From an optimization exercise on the open Yosys and OpenROAD flow, aimed at small area; shortcuts taken in it are not production practice.
Function was checked by simulation only, so behaviour that the tests miss may differ from the original.
No activity file was given, so power comes from the tool's default toggle rates.

File: flow/constraint.sdc
create_clock -name core_clock -period 20.0 [get_ports {clk}]
set_input_delay 4.0000 -clock core_clock [delete_from_list [all_inputs] [get_ports {clk}]]
set_output_delay 4.0000 -clock core_clock [all_outputs]
set_load 0.01 [all_outputs]
File: flow/design.v
module uart_rx #(parameter CLKS_PER_BIT = 2813)
                (input clock,
                 input i_rst,
                 input i_rx,
                 output [7:0] o_data_byte,
                 output o_data_avail);
    localparam IDLE_STATE    = 2'b00;
    localparam START_STATE   = 2'b01;
    localparam GET_BIT_STATE = 2'b10;
    localparam STOP_STATE    = 2'b11;
    reg rx_buffer;
    reg rx;
    reg [1:0] state;
    reg [15:0] counter;
    reg [2:0] bit_index;
    reg [7:0] data_byte;
    reg data_avail;
    assign o_data_avail = data_avail;
    assign o_data_byte  = data_byte;
    always @(posedge clock)
    begin
        if (i_rst)
        begin
            rx_buffer <= 1'b1;
            rx        <= 1'b1;
        end
        else
        begin
            rx_buffer <= i_rx;
            rx        <= rx_buffer;
        end
    end
    always @(posedge clock)
    begin
        if (i_rst)
        begin
            state      <= IDLE_STATE;
            counter    <= 0;
            bit_index  <= 0;
            data_byte  <= 0;
            data_avail <= 0;
        end
        else
        case (state)
            IDLE_STATE:
            begin
                data_avail <= 0;
                counter    <= 0;
                bit_index  <= 0;
                if (rx == 0)  
                    state <= START_STATE;
                else
                    state <= IDLE_STATE;
            end
            START_STATE:
            begin
                if (counter == (CLKS_PER_BIT - 1) / 2)
                begin
                    if (rx == 0)  
                    begin
                        counter <= 0;
                        state   <= GET_BIT_STATE;
                    end
                    else
                    begin
                        state <= IDLE_STATE;
                    end
                end
                else
                begin
                    counter <= counter + 16'b1;
                    state   <= START_STATE;
                end
            end
            GET_BIT_STATE:
            begin
                if (counter < CLKS_PER_BIT - 1)
                begin
                    counter <= counter + 16'b1;
                    state   <= GET_BIT_STATE;
                end
                else
                begin
                    counter              <= 0;
                    data_byte[bit_index] <= rx;
                    if (bit_index < 7)
                    begin
                        bit_index <= bit_index + 3'b1;
                        state     <= GET_BIT_STATE;
                    end
                    else
                    begin
                        bit_index <= 0;
                        state     <= STOP_STATE;
                    end
                end
            end
            STOP_STATE:
            begin
                if (counter < CLKS_PER_BIT - 1)
                begin
                    counter <= counter + 16'b1;
                    state   <= STOP_STATE;
                end
                else
                begin
                    data_avail <= 1;
                    counter    <= 0;
                    state      <= IDLE_STATE;
                end
            end
            default:
            state <= IDLE_STATE;
        endcase
    end
endmodule
module filter (input wire clock,
               input wire i_rst,
               input wire i_data_avail,
               input wire [7:0] i_data_byte,
               output reg [7:0] o_data_byte,
               output reg o_data_avail);
    parameter N = 50;
    reg [7:0] shift_reg [0:N-1];   
    reg [15:0] sum;                
    integer i;
    always @(posedge clock) begin
        if (i_rst) begin
            sum = 16'd0;
            for (i = 0; i < N; i = i + 1) begin
                shift_reg[i] <= 8'd0;
            end
            o_data_byte  <= 8'd0;
            o_data_avail <= 1'b0;
        end else if (i_data_avail) begin
            sum = sum - shift_reg[N-1] + i_data_byte;
            for (i = N-1; i > 0; i = i - 1) begin
                shift_reg[i] <= shift_reg[i-1];
            end
            shift_reg[0] <= i_data_byte;
            o_data_byte <= sum / N;
            o_data_avail <= 1'b1;
            end else begin
            o_data_avail <= 1'b0;
        end
    end
endmodule
module uart_tx #(parameter CLKS_PER_BIT = 2813)
                (input clock,
                 input i_rst,
                 input i_data_avail,
                 input [7:0] i_data_byte,
                 output reg o_active,
                 output reg o_tx,
                 output reg o_done);
    localparam IDLE_STATE     = 2'b00;
    localparam START_STATE    = 2'b01;
    localparam SEND_BIT_STATE = 2'b10;
    localparam STOP_STATE     = 2'b11;
    reg [1:0] state;
    reg [15:0] counter;
    reg [2:0] bit_index;
    reg [7:0] data_byte;
	 reg tx;
    always @(posedge clock)
    begin
        if (i_rst)
        begin
            state     <= IDLE_STATE;
            counter   <= 0;
            bit_index <= 0;
            data_byte <= 0;
            o_tx      <= 1;
            o_done    <= 0;
            o_active  <= 0;
        end
        else
        case(state)
            IDLE_STATE:
            begin
                o_tx      <= 1;
                o_done    <= 0;
                counter   <= 0;
                bit_index <= 0;
                if (i_data_avail == 1)
                begin
                    o_active  <= 1;
                    data_byte <= i_data_byte;
                    state     <= START_STATE;
                end
                else
                begin
                    state    <= IDLE_STATE;
                    o_active <= 0;
                end
            end
            START_STATE:
            begin
                o_tx <= 0;
                if (counter < CLKS_PER_BIT - 1)
                begin
                    counter <= counter + 16'b1;
                    state   <= START_STATE;
                end
                else
                begin
                    counter <= 0;
                    state   <= SEND_BIT_STATE;
                end
            end
            SEND_BIT_STATE:
            begin
                o_tx <= data_byte[bit_index];
                if (counter < CLKS_PER_BIT - 1)
                begin
                    counter <= counter + 16'b1;
                    state   <= SEND_BIT_STATE;
                end
                else
                begin
                    counter <= 0;
                    if (bit_index < 7)
                    begin
                        bit_index <= bit_index + 3'b1;
                        state     <= SEND_BIT_STATE;
                    end
                    else
                    begin
                        bit_index <= 0;
                        state     <= STOP_STATE;
                    end
                end
            end
            STOP_STATE:
            begin
                o_tx <= 1;
                if (counter < CLKS_PER_BIT - 1)
                begin
                    counter <= counter + 16'b1;
                    state   <= STOP_STATE;
                end
                else
                begin
                    o_done   <= 1;
                    state    <= IDLE_STATE;
                    o_active <= 0;
                end
            end
            default: state <= IDLE_STATE;
        endcase
    end
endmodule
module uart_top(
	input clk,
	input wire rst,
	input wire uart_rx,
	output wire uart_tx,
	output wire[3:0] led
    );
wire [7:0] data8;
wire data8_avail;
wire filter_data_avail;
reg [7:0] led_reg;
wire [7:0] filter_data; 
wire active;
wire done;
uart_rx#(.CLKS_PER_BIT(2813))  UART_RX (
	.clock (clk),
	.i_rst (rst),
	.i_rx (uart_rx),
	.o_data_byte (data8),
	.o_data_avail(data8_avail)
	);
filter LPF (
 .clock(clk),
 .i_rst(rst),
 .i_data_avail(data8_avail),
 .i_data_byte(data8),
 .o_data_byte(filter_data),
 .o_data_avail(filter_data_avail)
);
uart_tx# (.CLKS_PER_BIT(2813)) UART_TX (
	.clock(clk),
	.i_rst(rst),
	.i_data_avail(filter_data_avail),
	.i_data_byte(filter_data),
	.o_active (active),
	.o_tx (uart_tx),
	.o_done (done)
);
assign led = led_reg;
always @ (posedge clk)
begin
if (rst)
 led_reg <= 8'd0;
else if (filter_data_avail)
 led_reg <= filter_data[3:0];
 end
endmodule
File: flow/config.mk
export PLATFORM = sky130hd
export DESIGN_NAME = uart_top
export DESIGN_NICKNAME = uart_top
export VERILOG_FILES = /design/flow/design.v
export SDC_FILE = /design/flow/constraint.sdc
export NUM_CORES = 4
export LEC_CHECK = 0
export CAP_MARGIN = 20
export CORE_MARGIN = 2
export CORE_UTILIZATION = 40
export SLEW_MARGIN = 20
File: flow/run.sh
#!/bin/bash
# synth_recipe.tcl (not shown) runs the flow's synth.tcl, then flattens the netlist and writes it again
# the make line also repeats each setting of config.mk as NAME=value (left out here)
make -C /OpenROAD-flow-scripts/flow DESIGN_CONFIG=/design/flow/config.mk WORK_HOME=/design/flow/orfs CLKGATE_MAP_FILE= SYNTH_SCRIPT=/design/flow/synth_recipe.tcl finish
==> results of run 1 <==
## final timing paths
| kind | slack, ns | to | from | cells after the start |
|---|---|---|---|---|
| max | 9.86 | LPF.o_data_byte[0] | UART_RX.data_byte[4] | 33 |
| min | 0.42 | UART_RX.rx | UART_RX.rx_buffer | 1 |
| max reg2reg | 9.86 | LPF.o_data_byte[0] | UART_RX.data_byte[4] | 33 |
| min reg2reg | 0.42 | UART_RX.rx | UART_RX.rx_buffer | 1 |
## Yosys cell counts (all sizes together), types with 4 or more instances
cell	number	area, µm²
nor2	526	1974
dfxtp	491	9829
mux2i	431	4330
nand2	79	296.5
clkbuf	71	266.5
a21oi	66	349.1
buf	58	236.5
inv	53	198.9
o21ai	43	234.0
nand3	34	170.2
ha	31	387.9
xnor2	31	309.1
xor2	28	245.2
nor3	23	120.1
a211oi	21	180.2
a31oi	21	167.7
and2	16	102.6
or2	16	100.1
nand4	13	81.33
o211ai	11	87.58
nand2b	10	70.06
nor4	9	83.83
a21o	8	60.06
fa	8	160.2
or3	8	55.05
and3	7	43.79
and4	7	61.31
a221oi	6	71.32
maj3	6	61.31
mux2	6	67.56
o311ai	6	77.59
o31ai	6	50.05
or4	6	48.80
a211o	5	43.79
o22ai	5	37.53
a22o	4	35.03
nor2b	4	32.53
nor3b	4	30.03
o21a	4	31.28
o311a	4	40.04
o31a	4	45.05
## through the flow
| step | total power, W | utilization [%] | hold slack (ns) |
|---|---|---|---|
| floorplan | 0.001014 | - | 0.3895 |
| global placement | 0.001017 | 41.55 | 0.3975 |
| detailed placement | 0.001017 | 41.55 | 0.4008 |
| CTS | 0.001976 | 44.81 | 0.4160 |
| global route | 0.002020 | 44.82 | 0.4485 |
| finish | 0.001943 | 44.82 | 0.4161 |
## final cells by class
cell class / count / area share [%]
tap: 688 / 3.647
clock inverter: 21 / 1.134
sequential: 491 / 41.66
multi-input combinational: 1563 / 45.80
timing repair buffer: 18 / 0.7740
clock buffer: 73 / 6.139
inverter: 53 / 0.8429
## per-layer routing
metal,wire (µm),vias up
li1,-,7607
met1,18440,6875
met2,17080,185
met3,1363,75
met4,925,0
met5,0,-
## power by group
part | switching, W | total (W) | leakage [nW] | internal (W)
clock network | 0.000378 | 0.000948 | 0.837 | 0.000570
logic | 0.0000147 | 0.0000163 | 3.11 | 0.00000159
registers | 0.000000588 | 0.000979 | 3.95 | 0.000978
## cell usage in the layout, fill, tap and decap left out, types with 22 or more instances in the layout
cell type and instances:
ha_1 31, clkbuf_16 51, xnor2_1 25, mux2i_1 429
nand2_1 79, xor2_1 28, dfxtp_1 490, a21oi_1 63
o21ai_0 33, nor3_1 22, nand3_1 34, nor2_1 526
inv_1 51
## worst max-delay path, delay by kind of cell (launching register included)
kind                     cells  cell delay [ns]
flip-flops                   1             0.35
AND/OR/NAND/NOR              6             1.79
multiplexers                 2             0.88
XOR/XNOR                     3             1.18
adder cells (fa/ha/maj)      5             1.93
buffers and inverters        2             0.10
AO/OA/AOI/OAI               15             3.79
## kinds of logic after synthesis
group / after synthesis / synth area share (%)
multiplexers: 439 / 20.83
AND/OR/NAND/NOR: 771 / 15.73
AO/OA/AOI/OAI: 249 / 8.627
flip-flops: 491 / 46.07
buffers and inverters: 182 / 3.290
adder cells (fa/ha/maj): 45 / 2.856
XOR/XNOR: 59 / 2.598
==> results by group, run 1 <==
Global routing
  – Largest net degree at the start of global routing: approximately 250
  – GRT busiest layer: met2
  – M1 GR Usage: a little under a fifth
  – Initial antenna violation count: 0
  – Tot GR Track Use: between 10% and 20%
  – Grt total ovfl: 0
  – Met2 Use GR: around 22%
  – First-pass GRT wire length: roughly 66 mm
  – M3 GR Usage: between 2 and 3%
  – Vias in the first global route: 14050

Timing
  – Maximum clock frequency: around 100 MHz
  – Final Hold Vio Count: 0
  – Final setup violating endpoints: 0
  – Setup WS post-layout: 9.858 ns
  – Worst Tran Pin Value: about 1.2 ns
  – Post-layout min period: between 10 and 15 ns
  – Tcrit/Tclk final: between 50% and 60%
  – RSZ-0062 raised after global routing: false
  – Final Skew: 0.01407 ns
  – Setup TNS after final layout: 0 ns
  – Pins Over Slew Limit: 0
  – Worst slew margin: about a fifth

Clocking
  – Clock Pin Slew Worst Setup and Hold Paths: roughly 0.060 ns
  – H-tree levels: 2
  – Clock sinks: 491
  – Postcts setup bufs: 0
  – # hold bufs at CTS: 0
  – TritonCTS clock tree: yes
  – CTS root buffer: clkbuf_16
  – Post-CTS sizing: 0
  – Clk Latency, worst-skew pair: between 0.5 and 0.6 ns
  – CTS Buffer Depth: 3
  – Total CTS buffers: 51

Placed design
  – HPWL Detailed: around 24 mm
  – Placed cell count: ~2800
  – Gpl congestion: between 0.8 and 0.9
  – IO Port Bufs: 7
  – Pre-CTS setup slack: approximately 10 ns
  – DP Area: 0.02188 mm²

Power and ir drop
  – Peak supply drop: just under 60 µV
  – PD cells: about 80 mW/mm²
  – Leakage: between 7 and 8 nW

Setup path
  – Arrival @ worst endpoint: ~11 ns
  – Crit. End Element: register
  – CP max stage delay: 0.63 ns
  – CP max-delay cell: xor2_1
  – CP Max Fanout: 13
  – Setup crit start kind: register
  – Crit Path Class: register to register
  – Worst EP required: 20.49 ns

Run
  – Maxcap violations: 0

Finish
  – Non-Filler Instances: ~2900
  – Post-route cell area: about 0.024 mm²
  – Filler cells: 4992
  – Max FFs per register: 400
  – Multi-input logic area: between 0.01 and 0.015 mm²
  – Layout area overhead: 10.63%
  – Share of cells above drive strength 1: roughly 7%
  – Antenna cells: 0
  – Register area: approximately 0.0098 mm²
  – Final #Nets: roughly 2200

Logic synthesis
  – Post-synth EDFFs: 0
  – Ys Warns: 5
  – Mapped Area: 0.02133 mm²
  – Syn Nets: 2278
  – Post-synthesis instance total: around 2200
  – Yosys reg bits: a little under 500
  – Post-synthesis sequential area ratio: a little under half
  – Top FF cell, synth: dfxtp_1
  – Average size of a mapped cell: around 9.5 µm²
  – Yosys cell types: around 110
  – Share of flip-flops with an asynchronous set or reset: 0%

Floorplan
  – Num ports: 8
  – Core ar.: between 0.05 and 0.06 mm²
  – Vert. Die Dim: between 200 and 250 µm
  – Chip Width: 234.9 µm
  – Die area: between 0.05 and 0.06 mm²
  – Rows: 84
  – Initial Util: 40.52%

Min path
  – Worst hold path class: register to register

Drt
  – Drt pass-1 iters: 6
  – First-iteration detailed-routing DRC count: approximately 900
  – Routed Antenna Nets: 0
  – DR vias/cell: between 5 and 6
  – DR DRC count: 0
  – Drt wl/cell: between 10 and 15 µm
  – DR vias: between 10000 and 15000
  – Detailed Route WL: between 30 and 40 mm

Outcome
  – Status: timing/DRC/antenna clean
==> run 2, diff against run 1 <==
==> flow/design.v (replaced) <==
module uart_rx (input clock,
                input i_rst,
                input i_rx,
                output reg [11:0] o_cnt,
                output reg [4:0] o_rc,
                output o_sample,
                output o_txstart);
    wire tick0 = (o_cnt == 12'd0);
    wire tick  = tick0 | (o_cnt == 12'd1407);
    always @(posedge clock)
        if (i_rst | (o_cnt == 12'd2812))
            o_cnt <= 12'd0;
        else
            o_cnt <= o_cnt + 12'd1;
    always @(posedge clock)
        if (i_rst)
            o_rc <= 5'd0;
        else if (o_rc == 5'd0) begin
            if (!i_rx)
                o_rc <= tick ? 5'd2 : 5'd1;
        end
        else if (o_rc <= 5'd2 && i_rx)
            o_rc <= 5'd0;
        else if (tick)
            o_rc <= (o_rc == 5'd20) ? 5'd0 : o_rc + 5'd1;
    assign o_sample  = tick & ~o_rc[0] & (o_rc >= 5'd4) & (o_rc <= 5'd18);
    assign o_txstart = tick0 & (o_rc == 5'd19 || o_rc == 5'd20);
endmodule
module filter (input wire clock,
               input wire i_rst,
               input wire i_rx,
               input wire [11:0] i_cnt,
               input wire [4:0] i_rc,
               input wire i_sample,
               output reg [7:0] o_q);
    reg [399:0] ring;
    reg [8:0]   x;
    reg         clr;
    reg         pend;
    reg         nb;         
    reg         ob;         
    reg [5:0]   r;
    wire wr   = pend & (x == 9'd0);
    wire act  = (i_rc >= 5'd5) & (i_rc <= 5'd20);    
    wire win  = act & (i_cnt[11:7] == 5'b10000);
    wire [2:0] bi = (i_rc - 5'd5) >> 1;
    wire step = win & ((i_cnt[6:0] >> bi) == 7'd0);
    wire up   = step & nb & ~ob;
    wire dn   = step & ob & ~nb;
    wire hold = win & (i_cnt[6:0] < 7'd13);
    always @(posedge clock)
        ring <= {ring[398:0], clr ? 1'b0 : (wr ? nb : ring[399])};
    always @(posedge clock) begin
        if (i_rst)
            clr <= 1'b1;
        else if (i_cnt[9])
            clr <= 1'b0;
        if (i_rst | (!hold & x == 9'd399))
            x <= 9'd0;
        else if (!hold)
            x <= x + 9'd1;
        if (i_rst)
            pend <= 1'b0;
        else if (i_sample)
            pend <= 1'b1;
        else if (wr)
            pend <= 1'b0;
        if (i_sample)
            nb <= i_rx;
        if (wr)
            ob <= ring[399];
        if (i_rst) begin
            o_q <= 8'd0;
            r   <= 6'd0;
        end
        else if (up) begin
            if (r == 6'd49) begin
                r   <= 6'd0;
                o_q <= o_q + 8'd1;
            end
            else
                r <= r + 6'd1;
        end
        else if (dn) begin
            if (r == 6'd0) begin
                r   <= 6'd49;
                o_q <= o_q - 8'd1;
            end
            else
                r <= r - 6'd1;
        end
    end
endmodule
module uart_tx (input clock,
                input i_rst,
                input i_tick,
                input i_start,
                input [7:0] i_data,
                output o_tx,
                output [3:0] o_led);
    reg [3:0] s;
    reg [7:0] data;
    always @(posedge clock)
        if (i_rst) begin
            s    <= 4'd0;
            data <= 8'd0;
        end
        else if (i_start) begin
            s    <= 4'd1;
            data <= i_data;
        end
        else if (i_tick && s != 4'd0)
            s <= (s == 4'd9) ? 4'd0 : s + 4'd1;
    wire [2:0] bi = s[2:0] - 3'd2;
    assign o_tx  = (s == 4'd0) | (s != 4'd1 && data[bi]);
    assign o_led = data[3:0];
endmodule
module uart_top(
	input clk,
	input wire rst,
	input wire uart_rx,
	output wire uart_tx,
	output wire[3:0] led
    );
wire [11:0] cnt;
wire [4:0]  rc;
wire        sample;
wire        txstart;
wire [7:0]  q;
uart_rx UART_RX (
	.clock   (clk),
	.i_rst   (rst),
	.i_rx    (uart_rx),
	.o_cnt   (cnt),
	.o_rc    (rc),
	.o_sample(sample),
	.o_txstart(txstart)
	);
filter LPF (
	.clock   (clk),
	.i_rst   (rst),
	.i_rx    (uart_rx),
	.i_cnt   (cnt),
	.i_rc    (rc),
	.i_sample(sample),
	.o_q     (q)
	);
uart_tx UART_TX (
	.clock    (clk),
	.i_rst    (rst),
	.i_tick   (cnt == 12'd0),
	.i_start  (txstart),
	.i_data   (q),
	.o_tx     (uart_tx),
	.o_led    (led)
	);
endmodule
--- a/flow/config.mk
+++ b/flow/config.mk
@@ -8,4 +8,6 @@
 export CAP_MARGIN = 20
 export CORE_MARGIN = 2
 export CORE_UTILIZATION = 40
+export CTS_BUF_LIST = sky130_fd_sc_hd__clkbuf_2 sky130_fd_sc_hd__clkbuf_4 sky130_fd_sc_hd__clkbuf_8
+export CTS_CLUSTER_SIZE = 30
 export SLEW_MARGIN = 20
==> results by group, run 2 <==
Global routing
  – First-pass GRT wire length: 25.56 mm (-61%)
  – Largest net degree at the start of global routing: 32 (-87%)
  – Vias in the first global route: 5361 (-62%)
  – Grt total ovfl: 0 (unchanged)
  – Tot GR Track Use: 10.33% (-3.2 points)
  – Initial antenna violation count: 0 (unchanged)

Setup path
  – Worst R2R Start: UART_RX.o_rc[1]
  – Worst EP required: 16.00 ns (-4.49 ns)
  – FF-to-FF setup slack: 15.93 ns (+6.07 ns)
  – Setup crit start kind: register
  – CP Max Fanout: 8 (-5)
  – Crit Path Class: register to output port
  – Reg2Reg Depth: 14 (-58%)
  – Arrival @ worst endpoint: 2.46 ns (-8.18 ns)
  – R2R Path End: LPF.o_q[7]
  – Crit. End Element: output port

Clocking
  – # hold bufs at CTS: 0 (unchanged)
  – Postcts setup bufs: 0 (unchanged)
  – CTS root buffer: clkbuf_8
  – CTS Buffer Depth: 3 (unchanged)
  – H-tree levels: 3 (+1)
  – Clk Latency, worst-skew pair: 0.57 ns (about the same)
  – TritonCTS clock tree: yes
  – Total CTS buffers: 70 (+37%)
  – Clock sinks: 456 (-7.1%)
  – Clock Pin Slew Worst Setup and Hold Paths: 0.06 ns (about the same)
  – Post-CTS sizing: 0 (unchanged)

Logic synthesis
  – Synth Area in Adders: 2.478% (-0.38 points)
  – Leading area contributor after synthesis: dfxtp_1
  – Share of synthesized area spent on multiplexers: 1.711% (-19 points)
  – Yosys cell types: 61 (-42%)
  – Ys Warns: 3 (-2)
  – Simple-gate share of the synthesized area: 6.919% (-8.8 points)
  – Cell with the most instances after synthesis: dfxtp_1
  – Largest cells by area after synthesis: dfxtp_1 (80%), ha_1 (2.3%), nor2_1 (1.8%), mux2i_1 (1.3%), xnor2_1 (1.2%)
  – Top post-synthesis cells by count: dfxtp_1 (454), nor2_1 (56), o21ai_0 (23), nand2_1 (22), ha_1 (21)
  – Share of flip-flops with an asynchronous set or reset: 0% (unchanged)
  – Synth Area in XOR/XNOR: 2.226% (-0.37 points)
  – Mapped Area: 0.01141 mm² (-47%)
  – Post-synthesis sequential area ratio: 80.18% (+34 points)
  – Syn Nets: 825 (-64%)
  – Post-synthesis instance total: 800 (-64%)
  – Yosys reg bits: 456 (-7.1%)
  – Average size of a mapped cell: 14.26 µm² (+49%)
  – Post-synth top area share: 79.65% (+34 points)
  – Top FF cell, synth: dfxtp_1
  – Post-synthesis compound-gate area fraction: 4.671% (-4.0 points)
  – Post-synth EDFFs: 2 (+2)
  – Largest family of logic cells by synthesized area: simple AND/OR/NAND/NOR gates

Finish
  – Antenna cells: 0 (unchanged)
  – Share of cells above drive strength 1: 15.93% (+8.8 points)
  – Commonest non-fill, non-tap cells in the layout: dfxtp_1 (454), clkbuf_8 (92), nor2_1 (56)
  – Commonest non-fill, non-tap cell in the layout: dfxtp_1
  – Post-route cell area: 0.01337 mm² (-43%)
  – Non-Filler Instances: 1288 (-56%)
  – Final #Nets: 882 (-60%)
  – Max FFs per register: 400 (unchanged)
  – Largest regs: LPF.ring: 400 flops, UART_RX.o_cnt: 12 flops, LPF.x: 9 flops
  – Filler cells: 2445 (-51%)
  – Multi-input logic area: 0.002066 mm² (-81%)
  – Register area: 0.009149 mm² (-7.0%)
  – Layout area overhead: 17.14%

Timing
  – Worst Tran Pin Value: 0.6915 ns (-0.5232 ns)
  – Final setup violating endpoints: 0 (unchanged)
  – Pins Over Slew Limit: 0 (unchanged)
  – Maximum clock frequency: 154.9 MHz (+57%)
  – Setup WS post-layout: 13.54 ns (+3.684 ns)
  – Setup TNS after final layout: 0 ns (unchanged)
  – RSZ-0062 raised after global routing: false
  – Post-layout min period: 6.458 ns (-3.684 ns)
  – Worst slew margin: 53.59% (+35 points)
  – Tcrit/Tclk final: 32.29% (-18 points)
  – Final Hold Vio Count: 0 (unchanged)
  – Final Skew: 0.01718 ns (+0.003104 ns)

Power and ir drop
  – Logic pwr share: 2.0% (+1.2 points)
  – Sequential share of power: 52.5% (+2.1 points)
  – Total Power: 0.001751 W (-9.9%)
  – PD cells: 131.0 mW/mm² (+59%)
  – Switching Share: 20.99% (+0.76 points)
  – P_sw: 0.0003675 W (-6.5%)
  – Clk network pwr share: 45.5% (-3.3 points)
  – Peak supply drop: 60.83 µV (+1.9%)
  – Pint: 0.001383 W (-11%)
  – Leakage: 5.297 nW (-33%)

Min path
  – Worst hold path class: register to register
  – Hold Crit Depth: 0 (-1)
  – Hold Path Origin: LPF.ring[213]
  – Hold worst-path end: LPF.ring[214]

Placed design
  – IO Port Bufs: 7 (unchanged)
  – DP Area: 0.01183 mm² (-46%)
  – Pre-CTS setup slack: 14.11 ns (+4.148 ns)
  – Gpl congestion: 0.7628 (-6.4%)
  – Placed cell count: 1163 (-59%)
  – HPWL Detailed: 7.604 mm (-68%)

Drt
  – DR vias/cell: 4.231 (-17%)
  – Drt wl/cell: 11.46 µm (-12%)
  – Detailed Route WL: 14.76 mm (-61%)
  – DR DRC count: 0 (unchanged)
  – Routed Antenna Nets: 0 (unchanged)
  – DR vias: 5449 (-63%)
  – Drt pass-1 iters: 5 (-1)
  – First-iteration detailed-routing DRC count: 248 (-72%)

Floorplan
  – Core ar.: 0.02793 mm² (-47%)
  – Rows: 61 (-27%)
  – Initial Util: 40.85% (+0.33 points)
  – Vert. Die Dim: 172.9 µm (-26%)
  – Die area: 0.02989 mm² (-46%)
  – Chip Width: 172.9 µm (-26%)
  – Num ports: 8 (unchanged)

Outcome
  – Status: timing/DRC/antenna clean

Run
  – Maxcap violations: 0 (unchanged)
[run 2: cell type report]
type / count / area share (%)
sequential: 456 / 68.45
multi-input combinational: 303 / 15.45
clock buffer: 106 / 10.26
tap: 378 / 3.538
clock inverter: 19 / 1.189
timing repair buffer: 9 / 0.6365
inverter: 17 / 0.4774
[run 2: how the worst max path moves through the flow]
stage,cells past startpoint,slack (ns),startpoint,to
2_1_floorplan,5,14.52,UART_TX.s[1],uart_tx
3_3_place_gp,5,14.07,UART_TX.s[1],uart_tx
3_5_place_dp,5,14.11,UART_TX.s[1],uart_tx
4_1_cts,5,13.47,UART_TX.s[1],uart_tx
5_1_grt,5,13.39,UART_TX.s[1],uart_tx
6_report,5,13.54,UART_TX.s[1],uart_tx
[run 2: power by group through the flow]
stage | sequential [W] | clock, W | combinational (W)
floorplan | 0.000935 | 0 | 0.0000329
global placement | 0.000940 | 0 | 0.0000342
detailed placement | 0.000940 | 0 | 0.0000345
CTS | 0.000920 | 0.000827 | 0.0000348
global route | 0.000920 | 0.000868 | 0.0000398
finish | 0.000920 | 0.000796 | 0.0000350
[run 2: cells by family (layout without fill, tap and decap cells)]
kind of cell    count (synthesis)  in the layout
fa+ha+maj                      22             22
mux                            17             17
buf+inv                        41            151
flops                         456            456
simple gates                  154            154
xor+xnor                       29             29
compound gates                 81             81
[run 2: routing by layer]
layer	part of all wire, %	global-route usage (%)	up-vias
li1	-	-	2772
met1	53	14.70	2538
met2	39	13.25	94
met3	4.7	3.958	45
met4	3.2	5.756	0
met5	0	0	-
[run 2: per-stage QoR]
stage                     hold slack [ns]  utilization (%)
after floorplan                    0.3096                -
after global placement             0.3108            42.35
after detailed placement           0.3121            42.35
after CTS                          0.3109            47.83
after global routing               0.3081            47.85
final                              0.3139            47.85
[run 2: critical path, stage by stage (launching register included)]
cell	delay, ns
dfxtp_1	0.48
mux4_2	0.53
nor2b_1	0.14
a211oi_1	0.19
a21oi_1	0.06
clkdlybuf4s50_1	0.49
==> run 3, diff against run 2 <==
--- a/flow/config.mk
+++ b/flow/config.mk
@@ -8,6 +8,5 @@
 export CAP_MARGIN = 20
 export CORE_MARGIN = 2
 export CORE_UTILIZATION = 40
-export CTS_BUF_LIST = sky130_fd_sc_hd__clkbuf_2 sky130_fd_sc_hd__clkbuf_4 sky130_fd_sc_hd__clkbuf_8
-export CTS_CLUSTER_SIZE = 30
+export CTS_BUF_LIST = sky130_fd_sc_hd__clkbuf_4
 export SLEW_MARGIN = 20
==> results by group, run 3 <==
Logic synthesis
  – Syn Nets: 825 (unchanged)
  – Top post-synthesis cells by count: dfxtp_1 (454), nor2_1 (56), o21ai_0 (23), nand2_1 (22), ha_1 (21)
  – Leading area contributor after synthesis: dfxtp_1
  – Mapped Area: 0.01141 mm² (unchanged)
  – Cell with the most instances after synthesis: dfxtp_1
  – Post-synth top area share: 79.65% (unchanged)
  – Post-synthesis sequential area ratio: 80.18% (unchanged)
  – Ys Warns: 3 (unchanged)
  – Share of flip-flops with an asynchronous set or reset: 0% (unchanged)
  – Average size of a mapped cell: 14.26 µm² (unchanged)
  – Post-synthesis instance total: 800 (unchanged)
  – Yosys cell types: 61 (unchanged)
  – Post-synth EDFFs: 2 (unchanged)
  – Top FF cell, synth: dfxtp_1
  – Yosys reg bits: 456 (unchanged)
  – Largest cells by area after synthesis: dfxtp_1 (80%), ha_1 (2.3%), nor2_1 (1.8%), mux2i_1 (1.3%), xnor2_1 (1.2%)

Clocking
  – Clock Pin Slew Worst Setup and Hold Paths: 0.07 ns (about the same)
  – H-tree levels: 3 (unchanged)
  – Clock sinks: 456 (unchanged)
  – CTS Buffer Depth: 3 (unchanged)
  – Total CTS buffers: 102 (+46%)
  – Postcts setup bufs: 0 (unchanged)
  – CTS root buffer: clkbuf_4
  – # hold bufs at CTS: 0 (unchanged)
  – TritonCTS clock tree: yes
  – Post-CTS sizing: 0 (unchanged)
  – Clk Latency, worst-skew pair: 0.69 ns (+0.12 ns)

Timing
  – Final Skew: 0.02326 ns (+0.006085 ns)
  – Worst Tran Pin Value: 0.7154 ns (+0.02387 ns)
  – Setup TNS after final layout: 0 ns (unchanged)
  – Final Hold Vio Count: 0 (unchanged)
  – Maximum clock frequency: 152.3 MHz (-1.7%)
  – WHS: 0.3040 ns (-0.009857 ns)
  – Pins Over Slew Limit: 0 (unchanged)
  – Post-layout min period: 6.567 ns (+0.1092 ns)
  – Tcrit/Tclk final: 32.84% (+0.55 points)
  – Worst slew margin: 51.99% (-1.6 points)
  – RSZ-0062 raised after global routing: false
  – Final setup violating endpoints: 0 (unchanged)

Drt
  – DR vias/cell: 4.182 (-1.2%)
  – DR DRC count: 0 (unchanged)
  – Wire length on met2: 5.931 mm (+3.8%)
  – Drt pass-1 iters: 4 (-1)
  – Detailed Route WL: 14.85 mm (+0.58%)
  – Met3 Wirelength: 501 µm (-27%)
  – Drt wl/cell: 11.02 µm (-3.8%)
  – Routed Antenna Nets: 0 (unchanged)
  – First-iteration detailed-routing DRC count: 203 (-18%)
  – WL met1: 7.954 mm (+0.75%)
  – Highest Signal Layer: met4
  – DR vias: 5633 (+3.4%)

Power and ir drop
  – Leakage: 5.300 nW (about the same)
  – Peak supply drop: 50.73 µV (-17%)
  – Total Power: 0.001675 W (-4.3%)
  – PD cells: 126.8 mW/mm² (-3.2%)

Placed design
  – Placed cell count: 1163 (unchanged)
  – HPWL Detailed: 7.604 mm (unchanged)
  – Gpl congestion: 0.7628 (unchanged)
  – IO Port Bufs: 7 (unchanged)

Floorplan
  – Initial Util: 40.85% (unchanged)
  – Chip Width: 172.9 µm (unchanged)
  – Num ports: 8 (unchanged)
  – Die area: 0.02989 mm² (unchanged)
  – Vert. Die Dim: 172.9 µm (unchanged)
  – Rows: 61 (unchanged)
  – Core ar.: 0.02793 mm² (unchanged)

Setup path
  – Arrival @ worst endpoint: 2.57 ns (+0.11 ns)
  – Worst EP required: 16.00 ns (about the same)
  – Crit. End Element: output port
  – CP Max Fanout: 8 (unchanged)
  – Setup crit start kind: register
  – Crit Path Class: register to output port

Run
  – Maxcap violations: 0 (unchanged)

Global routing
  – First-pass GRT wire length: 26.04 mm (+1.9%)
  – Initial antenna violation count: 1 (+1)
  – Vias in the first global route: 5659 (+5.6%)
  – Largest net degree at the start of global routing: 32 (unchanged)
  – Grt total ovfl: 0 (unchanged)
  – Tot GR Track Use: 10.37% (+0.042 points)

Finish
  – Largest regs: LPF.ring: 400 flops, UART_RX.o_cnt: 12 flops, LPF.x: 9 flops
  – Commonest non-fill, non-tap cell in the layout: dfxtp_1
  – Max FFs per register: 400 (unchanged)
  – Layout area overhead: 15.78%
  – Commonest non-fill, non-tap cells in the layout: dfxtp_1 (454), clkbuf_4 (150), nor2_1 (56)
  – Share of cells above drive strength 1: 18.72% (+2.8 points)
  – Non-Filler Instances: 1347 (+4.6%)
  – Final #Nets: 914 (+3.6%)

Outcome
  – Status: timing/DRC/antenna clean

Min path
  – Worst hold path class: register to register
==> run 3: per-stage QoR <==
stage / setup WS [ns] / instance area, µm² / utilization (%)
after floorplan: 14.52 / 11410 / -
after global placement: 14.07 / 11830 / 42.35
after detailed placement: 14.11 / 11830 / 42.35
after CTS: 13.33 / 13200 / 47.26
after global routing: 13.25 / 13210 / 47.29
final: 13.43 / 13210 / 47.29
==> run 3: worst paths after layout <==
check	startpoint	endpoint	slack, ns	cells after the start
worst min-delay path	LPF.ring[190]	LPF.ring[191]	0.30	0
worst min register to register	LPF.ring[190]	LPF.ring[191]	0.30	0
worst max register to register	UART_RX.o_rc[1]	LPF.o_q[7]	15.91	14
worst max-delay path	UART_TX.s[1]	uart_tx	13.43	5
==> run 3: routing by layer <==
metal | up-vias | global-route usage [%]
li1 | 2884 | -
met1 | 2621 | 14.56
met2 | 85 | 13.48
met3 | 43 | 3.672
met4 | 0 | 6.391
met5 | - | 0
==> run 3: logic make-up (layout without fill, tap and decap cells) <==
group | count (synthesis) | in the layout | synth area share (%)
AND/OR/NAND/NOR | 154 | 154 | 6.919
multiplexers | 17 | 17 | 1.710
AO/OA/AOI/OAI | 81 | 81 | 4.671
XOR/XNOR | 29 | 29 | 2.226
adder cells (fa/ha/maj) | 22 | 22 | 2.478
flip-flops | 456 | 456 | 80.18
other | 0 | 2 | 0
buffers and inverters | 41 | 208 | 1.820
==> run 3: worst max-delay path, stage by stage (launching register included) <==
cell and delay (ns):
dfxtp_1 0.48, mux4_2 0.53, nor2b_1 0.14, a211oi_1 0.19, a21oi_1 0.06, clkdlybuf4s50_1 0.49
==> run 3: area by class of cell <==
class,count,area [µm²]
Timing Repair Buffer,9,85.08
Tap cell,378,473.0
Sequential cell,456,9149
Inverter,17,63.81
Clock inverter,32,244.0
Clock buffer,150,1126
Fill cell,2530,14720
Multi-Input combinational cell,303,2066
Antenna cell,2,5.005
==> run 3: power by group <==
group	switching, W	internal, W	leakage [nW]	total [W]
Combinational	0.0000209	0.0000141	0.823	0.0000350
Clock	0.000324	0.000397	0.804	0.000721
Sequential	0.00000757	0.000912	3.67	0.000919
==> run 4, diff against run 3 <==
--- a/flow/config.mk
+++ b/flow/config.mk
@@ -8,5 +8,4 @@
 export CAP_MARGIN = 20
 export CORE_MARGIN = 2
 export CORE_UTILIZATION = 40
-export CTS_BUF_LIST = sky130_fd_sc_hd__clkbuf_4
 export SLEW_MARGIN = 20
==> results by group, run 4 <==
Outcome
  – Status: timing/DRC/antenna clean

Finish
  – Final #Nets: 854 (-6.6%)
  – Max FFs per register: 400 (unchanged)
  – Multi-input logic area: 0.002066 mm² (unchanged)
  – Commonest non-fill, non-tap cells in the layout: dfxtp_1 (454), nor2_1 (56), clkbuf_16 (42)
  – Largest regs: LPF.ring: 400 flops, UART_RX.o_cnt: 12 flops, LPF.x: 9 flops
  – Antenna cells: 0 (-2)
  – Share of cells above drive strength 1: 9.335% (-9.4 points)
  – Filler cells: 2433 (-3.8%)
  – Commonest non-fill, non-tap cell in the layout: dfxtp_1
  – Layout area overhead: 16.02%
  – Fin util: 47.39% (+0.099 points)
  – Register area: 0.009149 mm² (unchanged)

Clocking
  – Clk Latency, worst-skew pair: 0.54 ns (-0.15 ns)
  – CTS root buffer: clkbuf_16
  – CTS Buffer Depth: 3 (unchanged)
  – Total CTS buffers: 42 (-59%)
  – Clock sinks: 456 (unchanged)
  – # hold bufs at CTS: 0 (unchanged)
  – Post-CTS sizing: 0 (unchanged)
  – TritonCTS clock tree: yes
  – Clock Pin Slew Worst Setup and Hold Paths: 0.06 ns (about the same)
  – Postcts setup bufs: 0 (unchanged)
  – H-tree levels: 2 (-1)

Drt
  – DR vias: 5274 (-6.4%)
  – Routed Antenna Nets: 0 (unchanged)
  – Drt pass-1 iters: 4 (unchanged)
  – Detailed Route WL: 14.67 mm (-1.2%)
  – Drt wl/cell: 11.88 µm (+7.8%)
  – DR vias/cell: 4.270 (+2.1%)
  – First-iteration detailed-routing DRC count: 276 (+36%)
  – DR DRC count: 0 (unchanged)

Timing
  – Post-layout min period: 6.407 ns (-0.1602 ns)
  – Worst Tran Pin Value: 0.6889 ns (-0.02647 ns)
  – Final setup violating endpoints: 0 (unchanged)
  – Tcrit/Tclk final: 32.03% (-0.80 points)
  – Maximum clock frequency: 156.1 MHz (+2.5%)
  – Setup WS post-layout: 13.59 ns (+0.1602 ns)
  – WHS: 0.3004 ns (-0.003648 ns)
  – Pins Over Slew Limit: 0 (unchanged)
  – Worst slew margin: 53.76% (+1.8 points)
  – RSZ-0062 raised after global routing: false
  – Final Hold Vio Count: 0 (unchanged)
  – Final Skew: 0.03257 ns (+0.009313 ns)
  – Setup TNS after final layout: 0 ns (unchanged)

Logic synthesis
  – Post-synth top area share: 79.65% (unchanged)
  – Post-synthesis compound-gate area fraction: 4.671% (unchanged)
  – Post-synth EDFFs: 2 (unchanged)
  – Mapped Area: 0.01141 mm² (unchanged)
  – Share of flip-flops with an asynchronous set or reset: 0% (unchanged)
  – Post-synthesis sequential area ratio: 80.18% (unchanged)
  – Simple-gate share of the synthesized area: 6.919% (unchanged)
  – Syn Nets: 825 (unchanged)
  – Yosys reg bits: 456 (unchanged)
  – Synth Area in Adders: 2.478% (unchanged)
  – Largest cells by area after synthesis: dfxtp_1 (80%), ha_1 (2.3%), nor2_1 (1.8%), mux2i_1 (1.3%), xnor2_1 (1.2%)
  – Post-synthesis instance total: 800 (unchanged)
  – Top post-synthesis cells by count: dfxtp_1 (454), nor2_1 (56), o21ai_0 (23), nand2_1 (22), ha_1 (21)
  – Cell with the most instances after synthesis: dfxtp_1
  – Ys Warns: 3 (unchanged)
  – Top FF cell, synth: dfxtp_1
  – Synth Area in XOR/XNOR: 2.226% (unchanged)
  – Largest family of logic cells by synthesized area: simple AND/OR/NAND/NOR gates
  – Share of synthesized area spent on multiplexers: 1.711% (unchanged)
  – Leading area contributor after synthesis: dfxtp_1
  – Yosys cell types: 61 (unchanged)
  – Average size of a mapped cell: 14.26 µm² (unchanged)

Placed design
  – Pre-CTS setup slack: 14.11 ns (unchanged)
  – Gpl congestion: 0.7628 (unchanged)
  – HPWL Detailed: 7.604 mm (unchanged)
  – IO Port Bufs: 7 (unchanged)

Floorplan
  – Die area: 0.02989 mm² (unchanged)
  – Num ports: 8 (unchanged)
  – Initial Util: 40.85% (unchanged)
  – Rows: 61 (unchanged)
  – Chip Width: 172.9 µm (unchanged)
  – Core ar.: 0.02793 mm² (unchanged)
  – Vert. Die Dim: 172.9 µm (unchanged)

Run
  – Maxcap violations: 0 (unchanged)

Setup path
  – Worst Setup EP: uart_tx
  – Worst R2R Start: UART_RX.o_rc[1]
  – CP Max Fanout: 8 (unchanged)
  – Crit Path Class: register to output port
  – Arrival @ worst endpoint: 2.41 ns (-0.16 ns)
  – Crit. End Element: output port
  – Worst EP required: 16.00 ns (about the same)
  – Setup crit start kind: register
  – FF-to-FF setup slack: 15.94 ns (+0.03 ns)
  – Reg2Reg Depth: 14 (unchanged)
  – CP Launch Point: UART_TX.s[1]
  – R2R Path End: LPF.o_q[7]

Power and ir drop
  – Peak supply drop: 57.73 µV (+14%)
  – Leakage: 5.181 nW (-2.2%)
  – P_sw: 0.0003518 W (-0.18%)
  – Sequential share of power: 52.6% (-2.3 points)
  – Total Power: 0.001748 W (+4.4%)
  – Switching Share: 20.13% (-0.92 points)
  – Logic pwr share: 2.0% (about the same)
  – PD cells: 132.0 mW/mm² (+4.1%)
  – Clk network pwr share: 45.4% (+2.4 points)
  – Pint: 0.001396 W (+5.6%)

Global routing
  – Initial antenna violation count: 0 (-1)
  – Tot GR Track Use: 9.976% (-0.39 points)
  – Largest net degree at the start of global routing: 32 (unchanged)
  – Vias in the first global route: 5115 (-9.6%)
  – Grt total ovfl: 0 (unchanged)
  – First-pass GRT wire length: 25.12 mm (-3.5%)

Min path
  – Worst hold path class: register to register
run 4: worst min path at each step:
stage                              from            end  slack, ns  depth (start not counted)
after floorplan            LPF.ring[99]  LPF.ring[100]       0.31                          0
after global placement    LPF.ring[132]  LPF.ring[133]       0.31                          0
after detailed placement  LPF.ring[209]  LPF.ring[210]       0.31                          0
after CTS                  LPF.ring[78]   LPF.ring[79]       0.29                          0
after global routing       LPF.ring[78]   LPF.ring[79]       0.30                          0
final                      LPF.ring[78]   LPF.ring[79]       0.30                          0
run 4: critical path: stages, from the launching register on:
cell and delay, ns:
dfxtp_1 0.48, mux4_2 0.53, nor2b_1 0.14, a211oi_1 0.19
a21oi_1 0.06, clkdlybuf4s50_1 0.49
run 4: final cells by class:
class                           count  share of cell area, %
Inverter                           17                 0.4820
Sequential cell                   456                  69.11
Clock buffer                       61                  9.007
Timing Repair Buffer                9                 0.6427
Tap cell                          378                  3.572
Multi-Input combinational cell    303                  15.60
Clock inverter                     11                  1.588
run 4: cells by family (layout without fill, tap and decap cells):
logic type / after synthesis / in the layout
XOR/XNOR: 29 / 29
AO/OA/AOI/OAI: 81 / 81
AND/OR/NAND/NOR: 154 / 154
multiplexers: 17 / 17
flip-flops: 456 / 456
buffers and inverters: 41 / 98
adder cells (fa/ha/maj): 22 / 22
run 4: power by group through the flow:
stage | Clock [W] | Sequential [W] | Combinational [W]
after floorplan | 0 | 0.000935 | 0.0000329
after CTS | 0.000819 | 0.000919 | 0.0000348
after global placement | 0 | 0.000940 | 0.0000342
final | 0.000793 | 0.000920 | 0.0000350
after detailed placement | 0 | 0.000940 | 0.0000345
after global routing | 0.000855 | 0.000920 | 0.0000399
run 4: routing by layer:
metal	GRT usage [%]	vias to the layer above	share of wire [%]
met5	0	-	0
met4	4.061	0	2.2
met3	2.880	32	4.2
met2	13.38	72	39
met1	14.92	2465	54
li1	-	2705	-
run 4: through the flow:
| step | instances | area (µm²) |
|---|---|---|
| 2_1_floorplan | 800 | 11410 |
| 3_3_place_gp | 1163 | 11830 |
| 3_5_place_dp | 1163 | 11830 |
| 4_1_cts | 1235 | 13230 |
| 5_1_grt | 1235 | 13240 |
| 6_report | 1235 | 13240 |
==> run 5, diff against run 4 <==
--- a/flow/config.mk
+++ b/flow/config.mk
@@ -5,7 +5,10 @@
 export SDC_FILE = /design/flow/constraint.sdc
 export NUM_CORES = 4
 export LEC_CHECK = 0
+export ABC_AREA = 1
 export CAP_MARGIN = 20
 export CORE_MARGIN = 2
-export CORE_UTILIZATION = 40
+export CORE_UTILIZATION = 65
+export CTS_CLUSTER_DIAMETER = 100
+export CTS_CLUSTER_SIZE = 30
 export SLEW_MARGIN = 20
==> results by group, run 5 <==
Clocking
  – Post-CTS sizing: 0 (unchanged)
  – Clock Pin Slew Worst Setup and Hold Paths: 0.11 ns (+0.05 ns)
  – CTS Buffer Depth: 3 (unchanged)
  – TritonCTS clock tree: yes
  – Postcts setup bufs: 0 (unchanged)
  – # hold bufs at CTS: 0 (unchanged)
  – Clk Latency, worst-skew pair: 0.53 ns (about the same)
  – Total CTS buffers: 19 (-55%)
  – CTS root buffer: clkbuf_16
  – H-tree levels: 1 (-1)
  – Clock sinks: 456 (unchanged)

Power and ir drop
  – Clk network pwr share: 31.3% (-14 points)
  – Logic pwr share: 3.2% (+1.2 points)
  – Pint: 0.001104 W (-21%)
  – Leakage: 4.988 nW (-3.7%)
  – P_sw: 0.0002965 W (-16%)
  – Peak supply drop: 103.8 µV (+80%)
  – PD cells: 112.8 mW/mm² (-15%)
  – Switching Share: 21.17% (+1.0 points)
  – Sequential share of power: 65.4% (+13 points)

Setup path
  – Reg2Reg Depth: 17 (+3)
  – Worst Setup EP: uart_tx
  – Setup crit start kind: register
  – Crit Path Class: register to output port
  – Worst R2R Start: UART_RX.o_rc[0]
  – R2R Path End: LPF.o_q[7]
  – FF-to-FF setup slack: 16.48 ns (+0.54 ns)
  – CP Launch Point: UART_TX.s[0]
  – Crit. End Element: output port
  – Arrival @ worst endpoint: 2.19 ns (-0.22 ns)
  – Worst EP required: 16.00 ns (about the same)
  – CP Max Fanout: 6 (-2)

Logic synthesis
  – Top FF cell, synth: dfxtp_1
  – Share of flip-flops with an asynchronous set or reset: 0% (unchanged)
  – Ys Warns: 3 (unchanged)
  – Post-synthesis sequential area ratio: 78.81% (-1.4 points)
  – Post-synthesis instance total: 897 (+12%)
  – Largest cells by area after synthesis: dfxtp_1 (78%), nand2_1 (2.4%), inv_1 (2.4%), ha_1 (2.3%), a21oi_1 (1.9%)
  – Yosys reg bits: 456 (unchanged)
  – Post-synth EDFFs: 2 (unchanged)
  – Syn Nets: 922 (+12%)
  – Average size of a mapped cell: 12.94 µm² (-9.3%)
  – Mapped Area: 0.01161 mm² (+1.7%)
  – Post-synth top area share: 78.29% (-1.4 points)
  – Cell with the most instances after synthesis: dfxtp_1
  – Top post-synthesis cells by count: dfxtp_1 (454), nand2_1 (75), inv_1 (73), nor2_1 (48), a21oi_1 (45)
  – Yosys cell types: 48 (-21%)
  – Leading area contributor after synthesis: dfxtp_1

Global routing
  – Vias in the first global route: 5702 (+11%)
  – First-pass GRT wire length: 28.62 mm (+14%)
  – Initial antenna violation count: 0 (unchanged)
  – Grt total ovfl: 0 (unchanged)
  – Largest net degree at the start of global routing: 32 (unchanged)
  – Tot GR Track Use: 19.34% (+9.4 points)

Timing
  – Pins Over Slew Limit: 0 (unchanged)
  – RSZ-0062 raised after global routing: false
  – Setup WS post-layout: 13.81 ns (+0.2136 ns)
  – Final Hold Vio Count: 0 (unchanged)
  – Worst Tran Pin Value: 0.8091 ns (+0.1201 ns)
  – Maximum clock frequency: 161.5 MHz (+3.4%)
  – Post-layout min period: 6.193 ns (-0.2136 ns)
  – Setup TNS after final layout: 0 ns (unchanged)
  – Final Skew: 0.02468 ns (-0.007898 ns)
  – Worst slew margin: 46.00% (-7.8 points)
  – Tcrit/Tclk final: 30.97% (-1.1 points)
  – Final setup violating endpoints: 0 (unchanged)

Drt
  – Drt wl/cell: 15.47 µm (+30%)
  – Detailed Route WL: 17.66 mm (+20%)
  – Drt pass-1 iters: 5 (+1)
  – DR vias: 5619 (+6.5%)
  – Routed Antenna Nets: 0 (unchanged)
  – First-iteration detailed-routing DRC count: 312 (+13%)
  – DR DRC count: 0 (unchanged)
  – DR vias/cell: 4.925 (+15%)

Finish
  – Layout area overhead: 6.888%
  – Filler cells: 1082 (-56%)
  – Final #Nets: 939 (+10%)
  – Fin util: 71.49% (+24 points)
  – Max FFs per register: 400 (unchanged)
  – Antenna cells: 0 (unchanged)
  – Commonest non-fill, non-tap cell in the layout: dfxtp_1
  – Register area: 0.009149 mm² (unchanged)
  – Commonest non-fill, non-tap cells in the layout: dfxtp_1 (454), nand2_1 (75), inv_1 (73)
  – Largest regs: LPF.ring: 400 flops, UART_RX.o_cnt: 12 flops, LPF.x: 9 flops
  – Multi-input logic area: 0.002085 mm² (+0.91%)
  – Non-Filler Instances: 1141 (-7.6%)
  – Share of cells above drive strength 1: 6.114% (-3.2 points)

Floorplan
  – Vert. Die Dim: 137.6 µm (-20%)
  – Chip Width: 137.6 µm (-20%)
  – Rows: 48 (-21%)
  – Num ports: 8 (unchanged)
  – Initial Util: 66.88% (+26 points)
  – Core ar.: 0.01736 mm² (-38%)
  – Die area: 0.01894 mm² (-37%)

Placed design
  – IO Port Bufs: 7 (unchanged)
  – Placed cell count: 1118 (-3.9%)
  – Gpl congestion: 0.7715 (+1.1%)
  – HPWL Detailed: 9.745 mm (+28%)
  – Pre-CTS setup slack: 13.81 ns (-0.2944 ns)

Min path
  – Hold Path Origin: LPF.ring[23]
  – Worst hold path class: register to register

Outcome
  – Status: timing/DRC/antenna clean

Run
  – Maxcap violations: 0 (unchanged)
run 5: cell types whose count changed after synthesis, moves of 6 or more:
cell,change
xnor2_1,-6
mux2i_1,-15
o21ai_1,+9
nand2_1,+53
a21oi_1,+28
inv_1,+56
nor2_1,-8
nand3_1,+10
nor2_2,+6
nand4_1,+10
run 5: worst max-delay path: stages, from the launching register on:
cell	delay [ns]
dfxtp_1	0.37
nor2_1	0.23
inv_1	0.07
nor3_1	0.33
a31o_2	0.17
clkdlybuf4s50_1	0.52
run 5: cell families after synthesis:
kind of cell    share of synthesized area, %
flops                                  78.81
fa+ha+maj                              2.436
simple gates                           9.097
xor+xnor                               1.509
compound gates                         4.915
buf+inv                                3.233
run 5: through the flow:
| step | instance area, µm² | power [W] | hold slack, ns |
|---|---|---|---|
| CTS | 12410 | 0.001408 | 0.3250 |
| global placement | 11890 | 0.0009791 | 0.3109 |
| detailed placement | 11890 | 0.0009816 | 0.3121 |
| finish | 12410 | 0.001400 | 0.3232 |
| global route | 12410 | 0.001439 | 0.3328 |
| floorplan | 11610 | 0.0009708 | 0.3096 |
run 5: power groups by stage:
| stage | logic [W] | registers [W] | clock network, W |
|---|---|---|---|
| after floorplan | 0.0000352 | 0.000936 | 0 |
| after global placement | 0.0000422 | 0.000937 | 0 |
| after detailed placement | 0.0000445 | 0.000937 | 0 |
| after CTS | 0.0000451 | 0.000916 | 0.000447 |
| after global routing | 0.0000512 | 0.000917 | 0.000471 |
| final | 0.0000455 | 0.000916 | 0.000438 |
run 5: final cells by class:
cell class,instances,share of cell area (%)
multi-input combinational,350,16.80
tap,225,2.269
clock inverter,3,0.3328
clock buffer,20,3.862
sequential,456,73.73
inverter,80,2.440
timing repair buffer,7,0.5647
run 5: how the worst min path moves through the flow:
| stage | endpoint | slack [ns] | cells after the start |
|---|---|---|---|
| 2_1_floorplan | LPF.ring[100] | 0.31 | 0 |
| 3_3_place_gp | LPF.ring[371] | 0.31 | 0 |
| 3_5_place_dp | LPF.ring[130] | 0.31 | 0 |
| 4_1_cts | LPF.ring[397] | 0.32 | 0 |
| 5_1_grt | LPF.ring[24] | 0.33 | 0 |
| 6_report | LPF.ring[24] | 0.32 | 0 |
run 5: routing by layer:
layer | part of all wire (%) | wire (µm) | track usage [%]
met1 | 49 | 8636 | 26.88
met2 | 46 | 8201 | 32.09
met3 | 2.7 | 478 | 2.686
met4 | 1.9 | 339 | 5.212
met5 | 0 | 0 | 0
==> run 6, diff against run 5 <==
--- a/flow/config.mk
+++ b/flow/config.mk
@@ -5,7 +5,6 @@
 export SDC_FILE = /design/flow/constraint.sdc
 export NUM_CORES = 4
 export LEC_CHECK = 0
-export ABC_AREA = 1
 export CAP_MARGIN = 20
 export CORE_MARGIN = 2
 export CORE_UTILIZATION = 65
==> results by group, run 6 <==
Drt
  – DR vias: 5167 (-8.0%)
  – Routed Antenna Nets: 0 (unchanged)
  – First-iteration detailed-routing DRC count: 237 (-24%)
  – DR vias/cell: 5.007 (+1.7%)
  – DR DRC count: 0 (unchanged)
  – Detailed Route WL: 16.40 mm (-7.1%)
  – Drt pass-1 iters: 4 (-1)
  – Drt wl/cell: 15.89 µm (+2.7%)

Setup path
  – Reg2Reg Depth: 14 (-3)
  – Worst Setup EP: uart_tx
  – Arrival @ worst endpoint: 2.52 ns (+0.33 ns)
  – CP max stage delay: 0.55 ns (+0.03 ns)
  – FF-to-FF setup slack: 15.67 ns (-0.81 ns)
  – Buf/Inv on CP: 1 (-1)
  – Worst R2R Start: UART_RX.o_rc[0]
  – Setup crit start kind: register
  – CP Launch Point: UART_TX.s[1]
  – R2R Path End: LPF.o_q[7]
  – Crit path max-delay family: multiplexers
  – Critical-path cell list: mux4_2, nor2b_1, a211oi_1, a21oi_1, clkdlybuf4s50_1
  – Crit Path Class: register to output port
  – CP Max Fanout: 8 (+2)
  – CP max-delay cell: mux4_2
  – Crit. End Element: output port
  – Cell depth of the worst setup path: 5 (unchanged)
  – Worst EP required: 16.00 ns (about the same)

Logic synthesis
  – Post-synth top area share: 79.65% (+1.4 points)
  – Leading area contributor after synthesis: dfxtp_1
  – Share of flip-flops with an asynchronous set or reset: 0% (unchanged)
  – Top post-synthesis cells by count: dfxtp_1 (454), nor2_1 (56), o21ai_0 (23), nand2_1 (22), ha_1 (21)
  – Cell with the most instances after synthesis: dfxtp_1
  – Top FF cell, synth: dfxtp_1
  – Ys Warns: 3 (unchanged)
  – Post-synth EDFFs: 2 (unchanged)
  – Syn Nets: 825 (-11%)
  – Post-synthesis instance total: 800 (-11%)
  – Largest cells by area after synthesis: dfxtp_1 (80%), ha_1 (2.3%), nor2_1 (1.8%), mux2i_1 (1.3%), xnor2_1 (1.2%)
  – Mapped Area: 0.01141 mm² (-1.7%)
  – Average size of a mapped cell: 14.26 µm² (+10%)
  – Yosys reg bits: 456 (unchanged)
  – Yosys cell types: 61 (+27%)
  – Post-synthesis sequential area ratio: 80.18% (+1.4 points)

Finish
  – Largest regs: LPF.ring: 400 flops, UART_RX.o_cnt: 12 flops, LPF.x: 9 flops
  – Max FFs per register: 400 (unchanged)
  – Commonest non-fill, non-tap cells in the layout: dfxtp_1 (454), nor2_1 (56), o21ai_0 (22), nand2_1 (22), ha_1 (21)
  – Fin util: 70.56% (-0.92 points)
  – Non-Filler Instances: 1032 (-9.6%)
  – Final #Nets: 831 (-12%)
  – Share of cells above drive strength 1: 5.081% (-1.0 points)
  – Layout area overhead: 6.590%
  – Commonest non-fill, non-tap cell in the layout: dfxtp_1
  – Antenna cells: 0 (unchanged)

Power and ir drop
  – Peak supply drop: 121.3 µV (+17%)
  – PD cells: 114.5 mW/mm² (+1.4%)
  – Leakage: 4.747 nW (-4.8%)
  – Total Power: 0.001392 W (-0.57%)

Global routing
  – M3 GR Usage: 2.963% (+0.28 points)
  – M1 GR Usage: 25.96% (-0.92 points)
  – First-pass GRT wire length: 27.19 mm (-5.0%)
  – Grt total ovfl: 0 (unchanged)
  – Vias in the first global route: 5324 (-6.6%)
  – Initial antenna violation count: 0 (unchanged)
  – Met2 Use GR: 30.00% (-2.1 points)
  – Tot GR Track Use: 18.46% (-0.88 points)
  – Largest net degree at the start of global routing: 32 (unchanged)
  – GRT busiest layer: met2

Timing
  – RSZ-0062 raised after global routing: false
  – Setup WS post-layout: 13.48 ns (-0.3314 ns)
  – Worst slew margin: 53.19% (+7.2 points)
  – Final Skew: 0.02622 ns (+0.001548 ns)
  – Post-layout min period: 6.525 ns (+0.3314 ns)
  – Final Hold Vio Count: 0 (unchanged)
  – Maximum clock frequency: 153.3 MHz (-5.1%)
  – Setup TNS after final layout: 0 ns (unchanged)
  – Final setup violating endpoints: 0 (unchanged)
  – Tcrit/Tclk final: 32.62% (+1.7 points)
  – Worst Tran Pin Value: 0.6975 ns (-0.1116 ns)
  – Pins Over Slew Limit: 0 (unchanged)

Placed design
  – HPWL Detailed: 9.033 mm (-7.3%)
  – IO Port Bufs: 7 (unchanged)
  – Gpl congestion: 0.7716 (about the same)
  – Placed cell count: 1010 (-9.7%)
  – Pre-CTS setup slack: 14.05 ns (+0.2345 ns)

Clocking
  – Clock Pin Slew Worst Setup and Hold Paths: 0.12 ns (about the same)
  – Clk Latency, worst-skew pair: 0.54 ns (about the same)
  – Postcts setup bufs: 0 (unchanged)
  – Clock sinks: 456 (unchanged)
  – Post-CTS sizing: 0 (unchanged)
  – TritonCTS clock tree: yes
  – # hold bufs at CTS: 0 (unchanged)
  – Total CTS buffers: 19 (unchanged)
  – CTS root buffer: clkbuf_16
  – H-tree levels: 1 (unchanged)
  – CTS Buffer Depth: 3 (unchanged)

Run
  – Maxcap violations: 0 (unchanged)

Floorplan
  – Vert. Die Dim: 136.5 µm (-0.83%)
  – Initial Util: 66.20% (-0.68 points)
  – Num ports: 8 (unchanged)
  – Die area: 0.01863 mm² (-1.7%)
  – Chip Width: 136.5 µm (-0.83%)
  – Rows: 48 (unchanged)
  – Core ar.: 0.01724 mm² (-0.69%)

Outcome
  – Status: timing/DRC/antenna clean

Min path
  – Hold Crit Depth: 0 (unchanged)
  – Worst hold path class: register to register
-- run 6: changes by cell type in the layout (fill, tap and decap cells not counted), sizes merged, moves of 5 or more --
| cell | before | now |
|---|---|---|
| o21ai | 37 | 23 |
| nand2 | 79 | 22 |
| mux2i | 0 | 15 |
| nor2b | 0 | 5 |
| nand4 | 17 | 7 |
| inv | 81 | 18 |
| nand3 | 32 | 16 |
| a21o | 0 | 5 |
| a21oi | 46 | 19 |
| and3 | 0 | 6 |
| xnor2 | 9 | 15 |
-- run 6: where the power goes --
part / internal, W / leakage (nW) / switching, W / total (W)
Sequential: 0.000911 / 3.67 / 0.00000770 / 0.000919
Clock: 0.000177 / 0.251 / 0.000260 / 0.000437
Combinational: 0.0000141 / 0.823 / 0.0000223 / 0.0000365
Total: 0.00110 / 4.75 / 0.000290 / 0.00139
-- run 6: layout make-up --
type | instances | area, µm²
tap | 225 | 281.5
fill | 1088 | 5074
multi-input combinational | 303 | 2066
clock buffer | 20 | 479.2
inverter | 17 | 63.81
timing repair buffer | 9 | 85.08
clock inverter | 2 | 38.79
sequential | 456 | 9149
-- run 6: worst reg2reg max path, cell delays in order, from the launching register on --
cell      delay [ns]
dfxtp_1         0.59
inv_1           0.15
ha_1            0.39
a21o_1          0.20
nand2_1         0.06
nand4_1         0.25
nor3_1          0.44
inv_1           0.36
ha_1            0.40
a21oi_1         0.25
o211ai_1        0.16
o41ai_1         0.42
xnor2_1         0.22
a21oi_1         0.11
a31o_2          0.23
-- run 6: layer usage --
| metal | vias up | wire length [µm] | part of all wire (%) |
|---|---|---|---|
| li1 | 2629 | - | - |
| met1 | 2455 | 8181 | 50 |
| met2 | 64 | 7434 | 45 |
| met3 | 19 | 452 | 2.8 |
| met4 | 0 | 331 | 2.0 |
| met5 | - | 0 | 0 |
-- run 6: kinds of logic after synthesis --
group	count (synthesis)	synth area share, %
flip-flops	456	80.18
adder cells (fa/ha/maj)	22	2.478
buffers and inverters	41	1.820
AND/OR/NAND/NOR	154	6.919
XOR/XNOR	29	2.226
AO/OA/AOI/OAI	81	4.671
multiplexers	17	1.710
-- run 6: per-stage QoR --
stage	area, µm²	hold WS, ns
2_1_floorplan	11410	0.3096
3_3_place_gp	11640	0.3115
3_5_place_dp	11640	0.3121
4_1_cts	12160	0.3146
5_1_grt	12160	0.3214
6_report	12160	0.3058
-- run 6: worst min path at each step --
stage                  start            end  slack, ns
2_1_floorplan   LPF.ring[99]  LPF.ring[100]       0.31
3_3_place_gp   LPF.ring[163]  LPF.ring[164]       0.31
3_5_place_dp   LPF.ring[298]  LPF.ring[299]       0.31
4_1_cts        LPF.ring[103]  LPF.ring[104]       0.31
5_1_grt        LPF.ring[109]  LPF.ring[110]       0.32
6_report       LPF.ring[103]  LPF.ring[104]       0.31

-- afterwards: timing with drivers on the ports --
No port has a modelled driver above. Below, the same layouts with a new extraction and two added sets of constraints. Step 1: set_driving_cell puts a clkbuf_16 on clk and a buf_2 on each other input, an assumption about the parent block. Step 2, shift: input delay + t, output delay - t, t = (earliest + latest rising clock arrival at the registers) / 2. This alone moves slack from input paths to output paths. Slacks: no drivers / after step 1 / after step 2; pairs: no drivers / after step 1.
| run | shift t [ns] | slack for setup (ns) | hold slack, ns | worst setup path at the end | worst register clock-pin slew, ns |
|---|---|---|---|---|---|
| run 1 | 0.629 | 9.858 / 9.858 / 9.858 | 0.416 / 0.416 / 0.416 | register to register | 0.07 / 0.07 |
| run 2 | 0.601 | 13.542 / 13.500 / 14.102 | 0.314 / 0.314 / 0.314 | register to output | 0.06 / 0.06 |
| run 3 | 0.705 | 13.433 / 13.396 / 14.101 | 0.304 / 0.304 / 0.304 | register to output | 0.07 / 0.07 |
| run 4 | 0.571 | 13.593 / 13.549 / 14.120 | 0.300 / 0.300 / 0.300 | register to output | 0.07 / 0.07 |
| run 5 | 0.560 | 13.807 / 13.762 / 13.798 | 0.323 / 0.323 / 0.323 | input to register | 0.12 / 0.12 |
| run 6 | 0.559 | 13.475 / 13.430 / 13.989 | 0.306 / 0.306 / 0.306 | register to output | 0.12 / 0.12 |
After both steps every run listed still meets setup and hold. The setup slack of run 5, which loses most, moves by -0.045 ns with the drivers and by -0.009 ns with both steps.
